This is an optimization exercise on Yosys and OpenROAD, whose aim is small area, not a production implementation.
The RTL was checked by simulation tests, not by an equivalence proof against the original design.

==> try-sierra <==
==> flow/design.v <==
module core
#(
    parameter int unsigned NUM_HART = 4,
    parameter int unsigned REG_WIDTH = 32,
    parameter int unsigned MEM_ADDR_WIDTH = 12,
    localparam int unsigned BYTES_PER_REG = REG_WIDTH / 8
)(
    input  logic                        clk,
    input  logic                        rst,
    output logic                        imem_rd_en,
    output logic [MEM_ADDR_WIDTH-1:0]   imem_rd_addr,
    input  logic                        imem_rd_ack,
    input  logic [REG_WIDTH-1:0]        imem_rd_data,
    output logic [MEM_ADDR_WIDTH-1:0]   dmem_addr,
    output logic                        dmem_rd_en,
    output logic                        dmem_wr_en,
    output logic [REG_WIDTH-1:0]        dmem_wr_data,
    output logic [BYTES_PER_REG-1:0]    dmem_wr_ben,
    input  logic                        dmem_rd_ack,
    input  logic [REG_WIDTH-1:0]        dmem_rd_data,
    input  logic                        dmem_wr_ack
);
    logic fe;        
    logic z2, z3;    
    logic clr;       
    always_ff @(posedge clk) begin
        fe <= rst;
        z2 <= ~fe;
        z3 <= z2;
    end
    always_comb clr = ~rst | ~fe | z2 | z3;
    logic [31:2] pc_f, pc_d, pc_e, pc_m;
    logic [31:2] pc_next;
    always_ff @(posedge clk) begin
        pc_f <= pc_next;
        pc_d <= pc_f;
        pc_e <= pc_d;
        pc_m <= pc_e;
    end
    logic [31:0] rf_d [1:31];    
    logic [31:1] wr_sel;
    logic [31:0] wr_data;
    logic [31:0] wr_word;        
    logic        wr_clr;         
    logic        q_f, q_d, q_e, q_m;
    always_ff @(posedge clk) begin
        wr_clr <= clr;
        q_f <= ~wr_clr & ~q_m;
        q_d <= q_f;
        q_e <= q_d;
        q_m <= q_e;
    end
    always_comb wr_word = wr_data ^ {32{wr_clr | q_m}};
    logic [31:1] wr_sel_n;
    always_comb wr_sel_n = ~wr_sel;
    for (genvar gi = 1; gi < 32; gi++) begin: gen_reg
        logic [31:0] f, d, e, m, fy;
        for (genvar gj = 0; gj < 32; gj++) begin: gen_bit
            wbit i_wbit (
                .s  (wr_sel[gi]),
                .sn (wr_sel_n[gi]),
                .w  (wr_word[gj]),
                .m  (m[gj]),
                .y  (fy[gj])
            );
        end
        always_ff @(posedge clk) begin
            f <= fy;
            d <= f;
            e <= d;
            m <= e;
        end
        assign rf_d[gi] = d;
    end
    logic [31:2] i1, i2, i3;
    logic        v1, v2, v3;
    always_comb imem_rd_en = fe;
    always_comb imem_rd_addr = { pc_f[MEM_ADDR_WIDTH-1:2], 2'b00 };
    always_ff @(posedge clk) begin
        v1 <= rst & imem_rd_ack;
        v2 <= rst & v1;
        v3 <= rst & v2;
        i1 <= imem_rd_data[31:2];
        i2 <= i1;
        i3 <= i2;
    end
    logic d_b6, d_b5, d_b3, d_b2;
    logic [4:0] d_rs1, d_rs2;
    always_comb { d_b6, d_b5, d_b3, d_b2 } = { i1[6:5], i1[3:2] };
    always_comb d_rs1 = i1[19:15];
    always_comb d_rs2 = i1[24:20];
    logic d_use_pc, d_use_rs1;
    always_comb d_use_pc  = (~d_b6 & ~d_b5 & d_b2) | (d_b6 & d_b3);
    always_comb d_use_rs1 = ~(~d_b6 & d_b2) & ~(d_b6 & d_b3);
    logic d_use_rs2;
    logic [31:0] d_imm;
    always_comb d_use_rs2 = ~d_b2 & (d_b6 | d_b5);
    always_comb begin
        if (~d_b6 & d_b2)
            d_imm = { i1[31:12], 12'b0 };
        else if (d_b6 & d_b3)
            d_imm = { {11{i1[31]}}, i1[31], i1[19:12], i1[20], i1[30:21], 1'b0 };
        else
            d_imm = { {20{i1[31]}}, i1[31:20] };
    end
    logic [31:0] rv1, rv2;
    logic [32:1] sel1, sel2;
    logic [31:0] rm1_n, rm2_n;       
    always_comb begin
        for (int i = 1; i < 32; i++) begin
            sel1[i] = d_use_rs1 && d_rs1 == 5'(i);
            sel2[i] = d_use_rs2 && d_rs2 == 5'(i);
        end
        sel1[32] = d_use_pc;
        sel2[32] = ~d_use_rs2;
    end
    logic [31:0] pc_dw;
    always_comb pc_dw = { pc_d, 2'b00 };
    for (genvar gj = 0; gj < 32; gj++) begin: gen_rd
        logic [31:1] col;
        for (genvar gi = 1; gi < 32; gi++) begin: gen_col
            assign col[gi] = rf_d[gi][gj];
        end
        rdbit i_rd1 (.s(sel1), .d({ pc_dw[gj], col }), .yn(rm1_n[gj]));
        rdbit i_rd2 (.s(sel2), .d({ d_imm[gj], col }), .yn(rm2_n[gj]));
    end
    always_comb begin
        rv1 = ~rm1_n ^ {32{q_d & d_use_rs1 & (d_rs1 != 5'd0)}};
        rv2 = ~rm2_n ^ {32{q_d & d_use_rs2 & (d_rs2 != 5'd0)}};
    end
    logic [31:0] a, rs2v;
    logic        bst, sub;
    always_ff @(posedge clk) begin
        a    <= rv1;
        rs2v <= rv2;
        bst  <= ~d_b6 & d_b5 & ~i1[4];
        sub  <= (i1[6] & ~i1[2]) |
                (~i1[6] & i1[4] & ~i1[2] & ((i1[14:12] == 3'b000 & i1[5] & i1[30]) | (i1[14:13] == 2'b01)));
    end
    logic e_b6, e_b5, e_b4, e_b3, e_b2;
    logic [2:0] e_f3;
    always_comb { e_b6, e_b5, e_b4, e_b3, e_b2 } = i2[6:2];
    always_comb e_f3  = i2[14:12];
    logic e_store, e_branch, e_alu, e_shift;
    always_comb e_store  = ~e_b6 &  e_b5 & ~e_b4;
    always_comb e_branch =  e_b6 & ~e_b2;
    always_comb e_alu    = ~e_b6 &  e_b4 & ~e_b2;        
    always_comb e_shift  = e_alu & (e_f3[1:0] == 2'b01);
    logic [31:0] b, bx;
    logic [31:0] g, p, sum;
    logic        cout, pall;
    always_comb b = bst ? { {20{i2[31]}}, i2[31:25], i2[11:7] } : rs2v;
    always_comb bx = b ^ {32{sub}};
    always_comb g = a & bx;
    always_comb p = a ^ bx;
    adder #(.N(32)) i_adder (
        .g      (g),
        .p      (p),
        .cin    (sub),
        .sum    (sum),
        .cout   (cout),
        .pall   (pall)
    );
    logic uns, lt, eq, taken;
    always_comb uns = e_branch ? e_f3[1] : e_f3[0];
    always_comb lt = (a[31] ^ b[31]) ? (uns ? b[31] : a[31]) : ~cout;
    always_comb eq = pall;
    always_comb taken = (e_f3[2] ? lt : eq) ^ e_f3[0];
    logic [4:0] shamt, rot;
    always_comb shamt = b[4:0];
    always_comb rot = e_f3[2] ? shamt : 5'(0 - shamt);
    logic [31:0] alu;
    always_comb begin
        if (!e_alu) begin
            alu = sum;
        end else begin
            case (e_f3)
                3'b000:  alu = sum;
                3'b010:  alu = { 31'b0, lt };
                3'b011:  alu = { 31'b0, lt };
                3'b100:  alu = p;            
                3'b110:  alu = g | p;        
                3'b111:  alu = g;            
                default: alu = a;            
            endcase
        end
    end
    logic [31:0] st_data;
    always_comb st_data = {
        e_f3[1] ? rs2v[31:24] : e_f3[0] ? rs2v[15:8] : rs2v[7:0],
        e_f3[1] ? rs2v[23:16] : rs2v[7:0],
        e_f3[1] | e_f3[0] ? rs2v[15:8] : rs2v[7:0],
        rs2v[7:0]
    };
    logic [31:0] r3;
    logic [11:0] a3;
    logic [4:0]  k3;
    logic        t3, sf3;
    always_comb k3 = a3[4:0];
    always_comb sf3 = a3[5];
    always_comb t3 = a3[11];
    always_ff @(posedge clk) begin
        r3 <= clr ? '0 : e_store ? st_data : alu;
        if (clr)
            a3 <= '0;
        else if (e_branch)
            a3 <= { taken, i2[31], i2[7], i2[30:25], i2[11:9] };
        else if (e_shift)
            a3 <= { 6'b0, i2[30] & a[31], rot };
        else
            a3 <= sum[11:0];
    end
    logic b6, b5, b4, b3, b2;
    logic [2:0] f3;
    logic [4:0] rd;
    always_comb { b6, b5, b4, b3, b2 } = i3[6:2];
    always_comb f3  = i3[14:12];
    always_comb rd  = i3[11:7];
    logic is_load, is_store, is_branch, is_jump;
    always_comb is_load   = ~b6 & ~b5 & ~b4;
    always_comb is_store  = ~b6 &  b5 & ~b4;
    always_comb is_branch =  b6 & ~b2;
    always_comb is_jump   =  b6 &  b2;
    logic is_shift;
    always_comb is_shift = ~b6 & b4 & ~b2 & (f3[1:0] == 2'b01);
    logic        ld_sel;
    logic [1:0]  la;
    logic [31:0] rot_a, rot_b, rot_c, rot_x, rot_y, rot_z, rot_res;
    logic [1:0]  k_hi;
    always_comb ld_sel = v3 & is_load;
    always_comb la = a3[1:0];
    always_comb rot_a = k3[0] ? { r3[0],   r3[31:1] }    : r3;
    always_comb rot_b = k3[1] ? { rot_a[1:0], rot_a[31:2] } : rot_a;
    always_comb rot_c = k3[2] ? { rot_b[3:0], rot_b[31:4] } : rot_b;
    always_comb rot_x = ld_sel ? dmem_rd_data : rot_c;
    always_comb k_hi = ld_sel ? la : k3[4:3];
    always_comb rot_y = k_hi[0] ? { rot_x[7:0],  rot_x[31:8] }  : rot_x;
    always_comb rot_z = k_hi[1] ? { rot_y[15:0], rot_y[31:16] } : rot_y;
    logic [31:0] keep, keep_r;
    logic        kz, fill;
    always_comb kz = (k3 == 5'd0);
    always_comb begin
        for (int i = 0; i < 32; i++) keep_r[i] = (5'(i) <= ~k3);
    end
    always_comb begin
        if (ld_sel)
            keep = f3[1] ? 32'hffffffff : f3[0] ? 32'h0000ffff : 32'h000000ff;
        else if (f3[2])
            keep = keep_r;                   
        else
            keep = ~keep_r | {32{kz}};       
    end
    always_comb fill = ld_sel ? ~f3[2] & (f3[0] ? rot_z[15] : rot_z[7]) : sf3;
    always_comb rot_res = (rot_z & keep) | ({32{fill}} & ~keep);
    always_comb dmem_addr = { a3[MEM_ADDR_WIDTH-1:2], 2'b00 };
    always_comb dmem_rd_en = v3 & is_load;
    always_comb dmem_wr_en = v3 & is_store;
    always_comb dmem_wr_data = r3;
    always_comb begin
        case (f3[1:0])
            2'b00:   dmem_wr_ben = 4'b0001 << la;
            2'b01:   dmem_wr_ben = la[1] ? 4'b1100 : 4'b0011;
            default: dmem_wr_ben = 4'b1111;
        endcase
    end
    logic retire, we;
    always_comb retire = v3 & ~(is_load & ~dmem_rd_ack) & ~(is_store & ~dmem_wr_ack);
    always_comb we = retire & ~is_store & ~is_branch;
    logic [31:2] pc_add, pc_seq;
    logic        pc_cout, pc_pall;
    always_comb pc_add = (is_branch & t3) ? { {20{a3[10]}}, a3[9:0] } : 30'd1;
    adder #(.N(30)) i_pc_adder (
        .g      (pc_m & pc_add),
        .p      (pc_m ^ pc_add),
        .cin    (1'b0),
        .sum    (pc_seq),
        .cout   (pc_cout),
        .pall   (pc_pall)
    );
    always_comb begin
        if (ld_sel | is_shift)
            wr_data = rot_res;
        else if (v3 & is_jump)
            wr_data = { pc_seq, 2'b00 };
        else
            wr_data = r3;
    end
    always_comb begin
        for (int i = 1; i < 32; i++) wr_sel[i] = wr_clr | (we && rd == 5'(i));
    end
    always_comb begin
        if (clr)
            pc_next = '0;
        else if (!retire)
            pc_next = pc_m;
        else if (is_jump)
            pc_next = r3[31:2];
        else
            pc_next = pc_seq;
    end
endmodule
module adder
#(
    parameter int unsigned N = 32
)(
    input  logic [N-1:0]    g,
    input  logic [N-1:0]    p,
    input  logic            cin,
    output logic [N-1:0]    sum,
    output logic            cout,
    output logic            pall
);
    logic [N-1:0] gg, pp;
    always_comb begin
        gg = g;
        pp = p;
        gg[0] = g[0] | (p[0] & cin);
        for (int l = 1; l < N; l = l * 2) begin
            for (int i = 2 * l - 1; i < N; i = i + 2 * l) begin
                gg[i] = gg[i] | (pp[i] & gg[i - l]);
                pp[i] = pp[i] & pp[i - l];
            end
        end
        for (int l = 1 << ($clog2(N) - 2); l >= 1; l = l / 2) begin
            for (int i = 3 * l - 1; i < N; i = i + 2 * l) begin
                gg[i] = gg[i] | (pp[i] & gg[i - l]);
                pp[i] = pp[i] & pp[i - l];
            end
        end
    end
    always_comb sum = p ^ { gg[N-2:0], cin };
    always_comb cout = gg[N-1];
    always_comb pall = pp[N-1];
endmodule
module wbit (
    input  logic s,
    input  logic sn,
    input  logic w,
    input  logic m,
    output logic y
);
    always_comb y = ~((sn | w) & (s | m));
endmodule
module rdbit (
    input  logic [32:1] s,
    input  logic [32:1] d,
    output logic        yn
);
    logic [9:0] g;
    for (genvar gk = 0; gk < 10; gk++) begin: gen_grp
        ao222n i_ao (
            .a0 (s[3*gk+1]), .b0 (d[3*gk+1]),
            .a1 (s[3*gk+2]), .b1 (d[3*gk+2]),
            .a2 (s[3*gk+3]), .b2 (d[3*gk+3]),
            .y  (g[gk])
        );
    end
    always_comb yn = ~(~&g[3:0] | ~&g[7:4] | ~&{ g[9:8], ~(s[31] & d[31] | s[32] & d[32]) });
endmodule
module ao222n (
    input  logic a0,
    input  logic b0,
    input  logic a1,
    input  logic b1,
    input  logic a2,
    input  logic b2,
    output logic y
);
    always_comb y = ~(a0 & b0 | a1 & b1 | a2 & b2);
endmodule
==> flow/flow/run.sh <==
#!/bin/bash
# Layout flow: the standard flow (standard.sh), with two changes to how the layout is
# made: the clock tree is built from clkbuf_8 buffers without dummy loads, and the port
# buffers are the smallest buffer. Each tool's output goes to the ORFS logs under orfs/logs;
# the make output goes to flow.log here.
set -euo pipefail
export CTS_ARGS="-sink_clustering_enable -repair_clock_nets -dont_use_dummy_load -buf_list sky130_fd_sc_hd__clkbuf_8 -sink_clustering_size 16 -sink_clustering_max_diameter 50"
export BUFFER_PORTS_ARGS="-buffer_cell sky130_fd_sc_hd__buf_1"
bash standard.sh > flow.log 2>&1
==> flow/standard.sh <==
#!/bin/bash
# synth_recipe.tcl (not shown) runs the flow's synth.tcl, then flattens the netlist and writes it again
# the make line also repeats each setting of config.mk as NAME=value (left out here)
make -C /OpenROAD-flow-scripts/flow DESIGN_CONFIG=/design/flow/config.mk WORK_HOME=/design/flow/orfs CLKGATE_MAP_FILE= SYNTH_SCRIPT=/design/flow/synth_recipe.tcl "${@:-finish}"
==> flow/config.mk <==
export PLATFORM = sky130hd
export DESIGN_NAME = core
export DESIGN_NICKNAME = core
export VERILOG_FILES = /design/flow/design.v
export SDC_FILE = /design/flow/constraint.sdc
export NUM_CORES = 8
export LEC_CHECK = 0
export CAP_MARGIN = 20
export CORE_MARGIN = 2
export CORE_UTILIZATION = 75
export GPL_ROUTABILITY_DRIVEN = 0
export SLEW_MARGIN = 20
export SYNTH_HIERARCHICAL = 1
==> flow/constraint.sdc <==
create_clock -name core_clock -period 5.0 [get_ports {clk}]
set_input_delay 1.0000 -clock core_clock [delete_from_list [all_inputs] [get_ports {clk}]]
set_output_delay 1.0000 -clock core_clock [all_outputs]
set_load 0.01 [all_outputs]
==> try-willow: changes against try-sierra <==
==> flow/run.sh (new file) <==
#!/bin/bash
# synth_recipe.tcl (not shown) runs the flow's synth.tcl, then flattens the netlist and writes it again
# the make line also repeats each setting of config.mk as NAME=value (left out here)
make -C /OpenROAD-flow-scripts/flow DESIGN_CONFIG=/design/flow/config.mk WORK_HOME=/design/flow/orfs CLKGATE_MAP_FILE= SYNTH_SCRIPT=/design/flow/synth_recipe.tcl finish
Settings changed: CORE_UTILIZATION 75 to 65, CTS_BUF_LIST from default to sky130_fd_sc_hd__clkbuf_8, CTS_CLUSTER_DIAMETER from default to 50, CTS_CLUSTER_SIZE from default to 16, GPL_ROUTABILITY_DRIVEN 0 to default.
removed: flow/flow/run.sh
removed: flow/standard.sh
==> try-cedar: changes against try-sierra <==
--- a/flow/design.v
+++ b/flow/design.v
@@ -93,28 +93,13 @@
     always_comb d_use_pc  = (~d_b6 & ~d_b5 & d_b2) | (d_b6 & d_b3);
     always_comb d_use_rs1 = ~(~d_b6 & d_b2) & ~(d_b6 & d_b3);
-    logic d_use_rs2;
-    logic [31:0] d_imm;
-    always_comb d_use_rs2 = ~d_b2 & (d_b6 | d_b5);
-    always_comb begin
-        if (~d_b6 & d_b2)
-            d_imm = { i1[31:12], 12'b0 };
-        else if (d_b6 & d_b3)
-            d_imm = { {11{i1[31]}}, i1[31], i1[19:12], i1[20], i1[30:21], 1'b0 };
-        else
-            d_imm = { {20{i1[31]}}, i1[31:20] };
-    end
     logic [31:0] rv1, rv2;
-    logic [32:1] sel1, sel2;
+    logic [31:1] sel1, sel2;
     logic [31:0] rm1_n, rm2_n;       
     always_comb begin
         for (int i = 1; i < 32; i++) begin
             sel1[i] = d_use_rs1 && d_rs1 == 5'(i);
-            sel2[i] = d_use_rs2 && d_rs2 == 5'(i);
+            sel2[i] = d_rs2 == 5'(i);
         end
-        sel1[32] = d_use_pc;
-        sel2[32] = ~d_use_rs2;
     end
-    logic [31:0] pc_dw;
-    always_comb pc_dw = { pc_d, 2'b00 };
     for (genvar gj = 0; gj < 32; gj++) begin: gen_rd
         logic [31:1] col;
@@ -122,19 +107,20 @@
             assign col[gi] = rf_d[gi][gj];
         end
-        rdbit i_rd1 (.s(sel1), .d({ pc_dw[gj], col }), .yn(rm1_n[gj]));
-        rdbit i_rd2 (.s(sel2), .d({ d_imm[gj], col }), .yn(rm2_n[gj]));
+        rdbit i_rd1 (.s(sel1), .d(col), .yn(rm1_n[gj]));
+        rdbit i_rd2 (.s(sel2), .d(col), .yn(rm2_n[gj]));
     end
     always_comb begin
-        rv1 = ~rm1_n ^ {32{q_d & d_use_rs1 & (d_rs1 != 5'd0)}};
-        rv2 = ~rm2_n ^ {32{q_d & d_use_rs2 & (d_rs2 != 5'd0)}};
+        rv1 = (d_use_pc ? { pc_d, 2'b00 } : '0) |
+              (~rm1_n ^ {32{q_d & d_use_rs1 & (d_rs1 != 5'd0)}});
+        rv2 = ~rm2_n ^ {32{q_d & (d_rs2 != 5'd0)}};
     end
     logic [31:0] a, rs2v;
-    logic        bst, sub;
+    logic        use_rs2, sub;
     always_ff @(posedge clk) begin
-        a    <= rv1;
-        rs2v <= rv2;
-        bst  <= ~d_b6 & d_b5 & ~i1[4];
-        sub  <= (i1[6] & ~i1[2]) |
-                (~i1[6] & i1[4] & ~i1[2] & ((i1[14:12] == 3'b000 & i1[5] & i1[30]) | (i1[14:13] == 2'b01)));
+        a       <= rv1;
+        rs2v    <= rv2;
+        use_rs2 <= i1[4] ? (i1[5] & ~i1[2]) : i1[6] & ~i1[2];
+        sub     <= (i1[6] & ~i1[2]) |
+                   (~i1[6] & i1[4] & ~i1[2] & ((i1[14:12] == 3'b000 & i1[5] & i1[30]) | (i1[14:13] == 2'b01)));
     end
     logic e_b6, e_b5, e_b4, e_b3, e_b2;
@@ -142,13 +128,27 @@
     always_comb { e_b6, e_b5, e_b4, e_b3, e_b2 } = i2[6:2];
     always_comb e_f3  = i2[14:12];
-    logic e_store, e_branch, e_alu, e_shift;
+    logic e_store, e_branch, e_jal, e_lui, e_auipc, e_alu, e_op;
     always_comb e_store  = ~e_b6 &  e_b5 & ~e_b4;
     always_comb e_branch =  e_b6 & ~e_b2;
+    always_comb e_jal    =  e_b6 &  e_b3;
+    always_comb e_lui    = ~e_b6 &  e_b5 &  e_b2;
+    always_comb e_auipc  = ~e_b6 & ~e_b5 &  e_b2;
     always_comb e_alu    = ~e_b6 &  e_b4 & ~e_b2;        
-    always_comb e_shift  = e_alu & (e_f3[1:0] == 2'b01);
+    always_comb e_op     = ~e_b6 &  e_b5 &  e_b4 & ~e_b2;
+    logic [31:0] imm;
+    always_comb begin
+        if (e_store)
+            imm = { {20{i2[31]}}, i2[31:25], i2[11:7] };
+        else if (e_lui | e_auipc)
+            imm = { i2[31:12], 12'b0 };
+        else if (e_jal)
+            imm = { {11{i2[31]}}, i2[31], i2[19:12], i2[20], i2[30:21], 1'b0 };
+        else
+            imm = { {20{i2[31]}}, i2[31:20] };
+    end
     logic [31:0] b, bx;
     logic [31:0] g, p, sum;
     logic        cout, pall;
-    always_comb b = bst ? { {20{i2[31]}}, i2[31:25], i2[11:7] } : rs2v;
+    always_comb b = use_rs2 ? rs2v : imm;
     always_comb bx = b ^ {32{sub}};
     always_comb g = a & bx;
@@ -195,19 +195,13 @@
     logic [31:0] r3;
     logic [11:0] a3;
+    logic        t3;
     logic [4:0]  k3;
-    logic        t3, sf3;
-    always_comb k3 = a3[4:0];
-    always_comb sf3 = a3[5];
-    always_comb t3 = a3[11];
+    logic        sf3;
     always_ff @(posedge clk) begin
         r3 <= clr ? '0 : e_store ? st_data : alu;
-        if (clr)
-            a3 <= '0;
-        else if (e_branch)
-            a3 <= { taken, i2[31], i2[7], i2[30:25], i2[11:9] };
-        else if (e_shift)
-            a3 <= { 6'b0, i2[30] & a[31], rot };
-        else
-            a3 <= sum[11:0];
+        a3 <= sum[11:0];
+        t3 <= taken;
+        k3 <= rot;
+        sf3 <= ~clr & i2[30] & a[31];
     end
     logic b6, b5, b4, b3, b2;
@@ -269,5 +263,5 @@
     logic [31:2] pc_add, pc_seq;
     logic        pc_cout, pc_pall;
-    always_comb pc_add = (is_branch & t3) ? { {20{a3[10]}}, a3[9:0] } : 30'd1;
+    always_comb pc_add = (is_branch & t3) ? { {20{i3[31]}}, i3[7], i3[30:25], i3[11:9] } : 30'd1;
     adder #(.N(30)) i_pc_adder (
         .g      (pc_m & pc_add),
@@ -343,6 +337,6 @@
 endmodule
 module rdbit (
-    input  logic [32:1] s,
-    input  logic [32:1] d,
+    input  logic [31:1] s,
+    input  logic [31:1] d,
     output logic        yn
 );
@@ -356,5 +350,5 @@
         );
     end
-    always_comb yn = ~(~&g[3:0] | ~&g[7:4] | ~&{ g[9:8], ~(s[31] & d[31] | s[32] & d[32]) });
+    always_comb yn = ~(~&g[3:0] | ~&g[7:4] | ~&{ g[9:8], ~(s[31] & d[31]) });
 endmodule
 module ao222n (
Settings changed: CORE_UTILIZATION 75 to 65, GPL_ROUTABILITY_DRIVEN 0 to default.
==> try-ember: changes against try-sierra <==
--- a/flow/design.v
+++ b/flow/design.v
@@ -40,20 +40,28 @@
     logic [31:0] rf_d [1:31];    
     logic [31:1] wr_sel;
-    logic [31:0] wr_data;
+    logic [31:0] wr_data;        
+    logic [31:0] wr_data_r;      
+    logic [4:0]  wr_addr_r;
+    logic        wr_en_r;
     logic [31:0] wr_word;        
     logic        wr_clr;         
+    logic        wr_clr1;
     logic        q_f, q_d, q_e, q_m;
     always_ff @(posedge clk) begin
-        wr_clr <= clr;
-        q_f <= ~wr_clr & ~q_m;
-        q_d <= q_f;
+        wr_clr1 <= clr;
+        wr_clr <= wr_clr1;
+        q_f <= q_m;
+        q_d <= ~wr_clr & ~q_f;
         q_e <= q_d;
         q_m <= q_e;
     end
-    always_comb wr_word = wr_data ^ {32{wr_clr | q_m}};
+    always_comb wr_word = wr_data_r ^ {32{wr_clr | q_f}};
     logic [31:1] wr_sel_n;
+    always_comb begin
+        for (int i = 1; i < 32; i++) wr_sel[i] = wr_clr | (wr_en_r && wr_addr_r == 5'(i));
+    end
     always_comb wr_sel_n = ~wr_sel;
     for (genvar gi = 1; gi < 32; gi++) begin: gen_reg
-        logic [31:0] f, d, e, m, fy;
+        logic [31:0] f, d, e, m, dy;
         for (genvar gj = 0; gj < 32; gj++) begin: gen_bit
             wbit i_wbit (
@@ -61,11 +69,11 @@
                 .sn (wr_sel_n[gi]),
                 .w  (wr_word[gj]),
-                .m  (m[gj]),
-                .y  (fy[gj])
+                .m  (f[gj]),
+                .y  (dy[gj])
             );
         end
         always_ff @(posedge clk) begin
-            f <= fy;
-            d <= f;
+            f <= m;
+            d <= dy;
             e <= d;
             m <= e;
@@ -201,8 +209,6 @@
     always_comb t3 = a3[11];
     always_ff @(posedge clk) begin
-        r3 <= clr ? '0 : e_store ? st_data : alu;
-        if (clr)
-            a3 <= '0;
-        else if (e_branch)
+        r3 <= e_store ? st_data : alu;
+        if (e_branch)
             a3 <= { taken, i2[31], i2[7], i2[30:25], i2[11:9] };
         else if (e_shift)
@@ -286,6 +292,8 @@
             wr_data = r3;
     end
-    always_comb begin
-        for (int i = 1; i < 32; i++) wr_sel[i] = wr_clr | (we && rd == 5'(i));
+    always_ff @(posedge clk) begin
+        wr_data_r <= wr_clr1 ? '0 : wr_data;
+        wr_addr_r <= rd;
+        wr_en_r   <= we;
     end
     always_comb begin
==> flow/flow/run.sh (replaced) <==
#!/bin/bash
# Layout flow: the standard flow (standard.sh), with three changes to how the layout
# is made: after synthesis every combinational cell gets the smallest drive strength of
# its function (flow/downsize.tcl; repair sizes up where needed), the clock tree is
# built from clkbuf_8 buffers without dummy loads, and the port buffers are the smallest
# buffer. Each tool's output goes to the ORFS logs under orfs/logs; the make output goes
# to flow.log here.
set -euo pipefail
here=$(pwd)
export POST_SYNTH_TCL="$here/flow/downsize.tcl"
export CTS_ARGS="-sink_clustering_enable -repair_clock_nets -dont_use_dummy_load -buf_list sky130_fd_sc_hd__clkbuf_8 -sink_clustering_size 16 -sink_clustering_max_diameter 50"
export BUFFER_PORTS_ARGS="-buffer_cell sky130_fd_sc_hd__buf_1"
bash standard.sh > flow.log 2>&1
==> flow/flow/downsize.tcl (new file) <==
# After synthesis: give every combinational cell the smallest drive strength of its
# function (same cell name but for the _N suffix). The flow's own repair sizes cells up
# again where the layout needs it. Flip-flops keep the cell synthesis gave them.
set block [ord::get_db_block]
set db [ord::get_db]
set smallest [dict create]
foreach lib [$db getLibs] {
  foreach master [$lib getMasters] {
    set name [$master getName]
    if {![regexp {^(sky130_fd_sc_hd__[a-z0-9]+)_([0-9]+)$} $name -> base drive]} continue
    set area [expr {[$master getWidth] * [$master getHeight]}]
    if {![dict exists $smallest $base] || $area < [lindex [dict get $smallest $base] 1]} {
      dict set smallest $base [list $name $area]
    }
  }
}
set n 0
foreach inst [$block getInsts] {
  set master [$inst getMaster]
  set name [$master getName]
  if {![regexp {^(sky130_fd_sc_hd__[a-z0-9]+)_([0-9]+)$} $name -> base drive]} continue
  if {[regexp {^sky130_fd_sc_hd__(df|edf|sdf|dl|conb|tap|fill|decap|diode|clkbuf|buf|clkdly|dlygate)} $name]} continue
  set best [lindex [dict get $smallest $base] 0]
  if {$best ne $name} {
    replace_cell [$inst getName] $best
    incr n
  }
}
puts "downsize: replaced $n cells"
==> qor summary <==
metric                                                                                try-cedar               try-sierra                try-ember               try-willow
Data required time at the worst endpoint                                                5.96 ns                  5.84 ns                  5.94 ns                  5.94 ns
Hold buffer count at cts                                                                     26                        0                        1                        0
Die width                                                                              423.6 um                 394.1 um                 393.9 um                 423.1 um
Clock-pin slew of the registers on the worst-case setup and hold paths                  0.09 ns                  0.10 ns                  0.11 ns                  0.10 ns
Standard cell area after detailed placement                                         0.1210 mm^2              0.1201 mm^2              0.1191 mm^2              0.1218 mm^2
DR WL met3                                                                             50490 um                 60140 um                 61960 um                 52050 um
Count of inverters other than clock inverters in the layout                                 111                      112                      121                      112
Number of DRC markers in iteration 0                                                     11.88k                   14.67k                   14.90k                   12.93k
Clock sink total                                                                           4295                     4270                     4309                     4270
Initial Util                                                                             0.6562                   0.7533                   0.7524                   0.6553
Initial antenna violation count                                                              22                       26                       37                       26
Cell area after technology mapping                                                  0.1144 mm^2              0.1142 mm^2              0.1140 mm^2              0.1142 mm^2
Setup repair after global routing missed its margin                                           -                    false                    false                    false
Sequential cell count                                                                      4295                     4270                     4309                     4270
Status                                                                  complete, no violations  complete, no violations  complete, no violations  complete, no violations

[afterwards: timing with drivers on the ports]
The flow's constraints put no driver on any port. The routed layouts listed below were extracted and timed again, unchanged, in two steps. Step 1 assumes that a clkbuf_16 drives the clock port and a buf_2 every other input. Step 2 moves the port delays by t, midway between the first and last clock arrival at a register: inputs arrive t later, outputs are due t later. That takes back most of the time a late clock gives input paths. Slacks: ideal ports / drivers / drivers and shift; pairs: ideal ports / drivers.
run	t (ns)	setup slack, ns	hold slack, ns	clock arrival spread, ns	worst slew at a driven data input, ns
try-sierra	1.107	0.092 / 0.092 / 0.092	0.045 / -0.021 / 0.263	0.130 / 0.131	0.04
try-willow	1.154	0.285 / 0.285 / 0.285	0.288 / 0.268 / 0.288	0.098 / 0.098	0.05
try-cedar	1.099	0.367 / 0.367 / 0.367	0.080 / 0.022 / 0.254	0.185 / 0.185	0.06
try-ember	1.115	0.418 / 0.418 / 0.418	0.038 / -0.032 / 0.263	0.131 / 0.131	0.05
After both steps every run listed still meets setup and hold.
